What follows belongs to an exercise in optimizing a design on an open flow for small area; a production flow would make more cautious choices.
In this exercise RTL edits were held to simulation tests only and were not proved equivalent to the original.
Power figures rest on the tool's default switching activity, not on a simulated workload.

==> inputs of sierra <==
## Arr4x4
module Arr4x4(Err_mac, Err_mult,
             w1_in, w2_in, w3_in, w4_in,
             a1_in, a2_in, a3_in, a4_in,
             w1_out, w2_out, w3_out, w4_out,
             a1_out, a2_out, a3_out, a4_out,
             c1_out, c2_out, c3_out, c4_out,
             clk, rst_n, hold);
clock: 7.5 ns
lec_check: 0
cap_margin: 20
core_margin: 2
core_utilization: 40
slew_margin: 20
run.sh (not shown) runs the stock make flow with config.mk's settings and CLKGATE_MAP_FILE= SYNTH_SCRIPT=/design/flow/synth_recipe.tcl, a recipe that flattens the netlist after the stock synthesis.
==> quartz: changes against sierra <==
Settings changed: ABC_AREA from default to 1.
==> notes.md <==
quantity	sierra	quartz
Pwr Total	17.8 mW	16.8 mW
Crit Reg-Reg Startpoint	PE24.regA.out[0]$_DFF_PN0_	PE34.regA.out[0]$_DFF_PN0_
Worst setup slack before clock tree synthesis	-1480 ps	-1420 ps
Non-CTS inverters	1064	1345
Final Util	49.1%	51.0%
Status	finished with violations	finished with violations
Reasons for failing layout checks	setup timing	setup timing
Multi-input logic area	0.0309 sq mm	0.0283 sq mm
Number of antenna violations at the first check in global routing	6	3
Detailed-route via count	29600	30800
Data arrival at the endpoint of the critical path	8420 ps	8310 ps
Area fraction of clock buffers and clock inverters	4.31%	4.09%
Worst clock skew on the final layout	29.0 ps	19.2 ps
Sum of negative setup slack	-992 ps	-798 ps
Worst hold slack across all endpoints	387 ps	380 ps
Ratio of cells with drive above 1 in the final layout	21.0%	19.7%
Vias per std cell	4.56	4.44
Number of tap cells inserted	1536	1500
Distinct cells, synth	39	19
Net Sw Frac	38.7%	38.7%
Share of synthesized cell area in and, or, nand and nor gates	14.4%	12.0%
Global Route met3 Usage	2.94%	2.96%
Total setup violations reported at the end of the flow	6	5
Buffers and inverters on the worst path	5	8

* * *

==> onyx: inputs <==
Arr4x4, a different RTL version from the one above (not shown whole).
Settings: LEC_CHECK=0, ABC_AREA=1, CAP_MARGIN=5, CORE_MARGIN=2, CORE_UTILIZATION=60, CTS_BUF_LIST=sky130_fd_sc_hd__clkbuf_16, CTS_CLUSTER_DIAMETER=100, CTS_CLUSTER_SIZE=30, SLEW_MARGIN=5; clock period 7.5 ns.
standard.sh (not shown) runs the stock make flow with config.mk's settings and CLKGATE_MAP_FILE= SYNTH_SCRIPT=/design/flow/synth_recipe.tcl, a recipe that flattens the netlist after the stock synthesis.
==> flow/flow/run.sh <==
#!/bin/bash
# Standard layout, with one netlist step added after synthesis: invpush7.py
# removes inverters around full-adder cells (a full adder is self-dual, and a
# nand2 of two signals is a nor2 of their complements), which
# leaves the logic and every register unchanged. Ports are buffered with buf_1.
set -euo pipefail
W=$(pwd)
R=$W/orfs/results/$FLOW_PLATFORM/Arr4x4/base
bash standard.sh synth > $W/synth.log 2>&1
python3 $W/flow/invpush7.py $R/1_2_yosys.v $R/1_2_yosys_invpush.v 6 150000 > $W/invpush.log 2>&1
cp $R/1_2_yosys.v $W/1_2_yosys_standard.v
mv $R/1_2_yosys_invpush.v $R/1_2_yosys.v
rm -f $R/1_synth.odb $R/1_synth.sdc
bash standard.sh "BUFFER_PORTS_ARGS=-buffer_cell sky130_fd_sc_hd__buf_1" REMOVE_ABC_BUFFERS=1 finish > $W/layout.log 2>&1
Other scripts of this flow, unchanged in this note and not shown: flow/flow/invpush7.py
==> inputs of yarrow, as changes to onyx <==
CTS_CLUSTER_SIZE = 25   (was 30)
==> notes.md <==
Between yarrow and onyx, the lower first-iteration DRC count is in onyx (gap 5.9%, measured against onyx). In synthesized cell count, yarrow and onyx do not differ. Die area is the same in yarrow and onyx. Against onyx, the sequential share of layout area of yarrow is higher by 0.053 points. Sequential power is about the same in yarrow and onyx. yarrow ran to the end with no violations. onyx passed the timing, design-rule and antenna checks. Combinational power is about the same in yarrow and onyx. In critical path depth, onyx and yarrow do not differ. In routed wire length, yarrow and onyx hardly differ. In sequential cell count, yarrow and onyx do not differ. Against onyx, the final area of yarrow is smaller by 0.20%. In onyx the core utilization is higher than in yarrow, by 0.13 points.
==> figures <==
                                                                         onyx                   yarrow
Met1 Usage GRT                                                             47.0%                    47.0%
Number of antenna repair diodes                                                1                        3
Via-per-instance ratio                                                      5.69                     5.67
Internal power                                                           7920 uW                  7860 uW
Flop2flop setup slack                                                    0.35 ns                  0.36 ns
Fin util                                                                   64.2%                    64.1%
Clock network power share                                                  11.8%                    11.0%
Post-Route M1 WL                                                         43.6 mm                  43.8 mm
Final clock period utilization by the worst path                           95.3%                    95.3%
Normalized max-slew margin                                                 33.9%                    31.7%
Met2 wire len                                                            52.6 mm                  52.6 mm
Initial antenna violation count                                                7                        8
Arrival time at the worst endpoint                                       7.70 ns                  7.68 ns
Power density relative to cell area                                   324 nW/um2               321 nW/um2
Clock transition at the registers of the reported paths                  0.11 ns                  0.10 ns
Run status                                               complete, no violations  complete, no violations
Global Route Usage Sum                                                     32.7%                    32.7%
Peak supply drop                                                        0.293 mV                 0.297 mV
Clk power                                                                1650 uW                  1530 uW
Worst-case clock skew                                                  0.0273 ns                0.0311 ns
Clock latency on the worst-skew pair                                     0.62 ns                  0.61 ns
Via total after detailed routing                                           27044                    26981
Met2 track demand over resource                                            51.9%                    51.9%

-- separate check: timing with driven ports --
How much do the figures lean on ideal ports? The routed layouts below were timed once more, with nothing changed but the port constraints. Step 1: set_driving_cell puts a clkbuf_16 on clk and a buf_2 on each other input, an assumption about the parent block. Step 2, shift: input delay + t, output delay - t, t = (earliest + latest rising clock arrival at the registers) / 2. This alone moves slack from input paths to output paths. Slacks: ideal ports / drivers / drivers and shift; pairs: ideal ports / drivers.
run	t (ns)	slack for setup (ns)	worst register clock-pin slew, ns	worst data-port slew with drivers (ns)	cell pins on the clock port's net
sierra	0.696	-0.346 / -0.352 / -1.048	0.07 / 0.07	0.17	1
quartz	0.686	-0.233 / -0.339 / -1.025	0.07 / 0.07	0.17	1
onyx	0.676	0.352 / 0.352 / 0.209	0.12 / 0.12	0.05	1
yarrow	0.669	0.355 / 0.355 / 0.205	0.11 / 0.11	0.06	1
For quartz, which loses most, drivers alone change the setup slack by -0.106 ns; drivers and shift together by -0.792 ns.
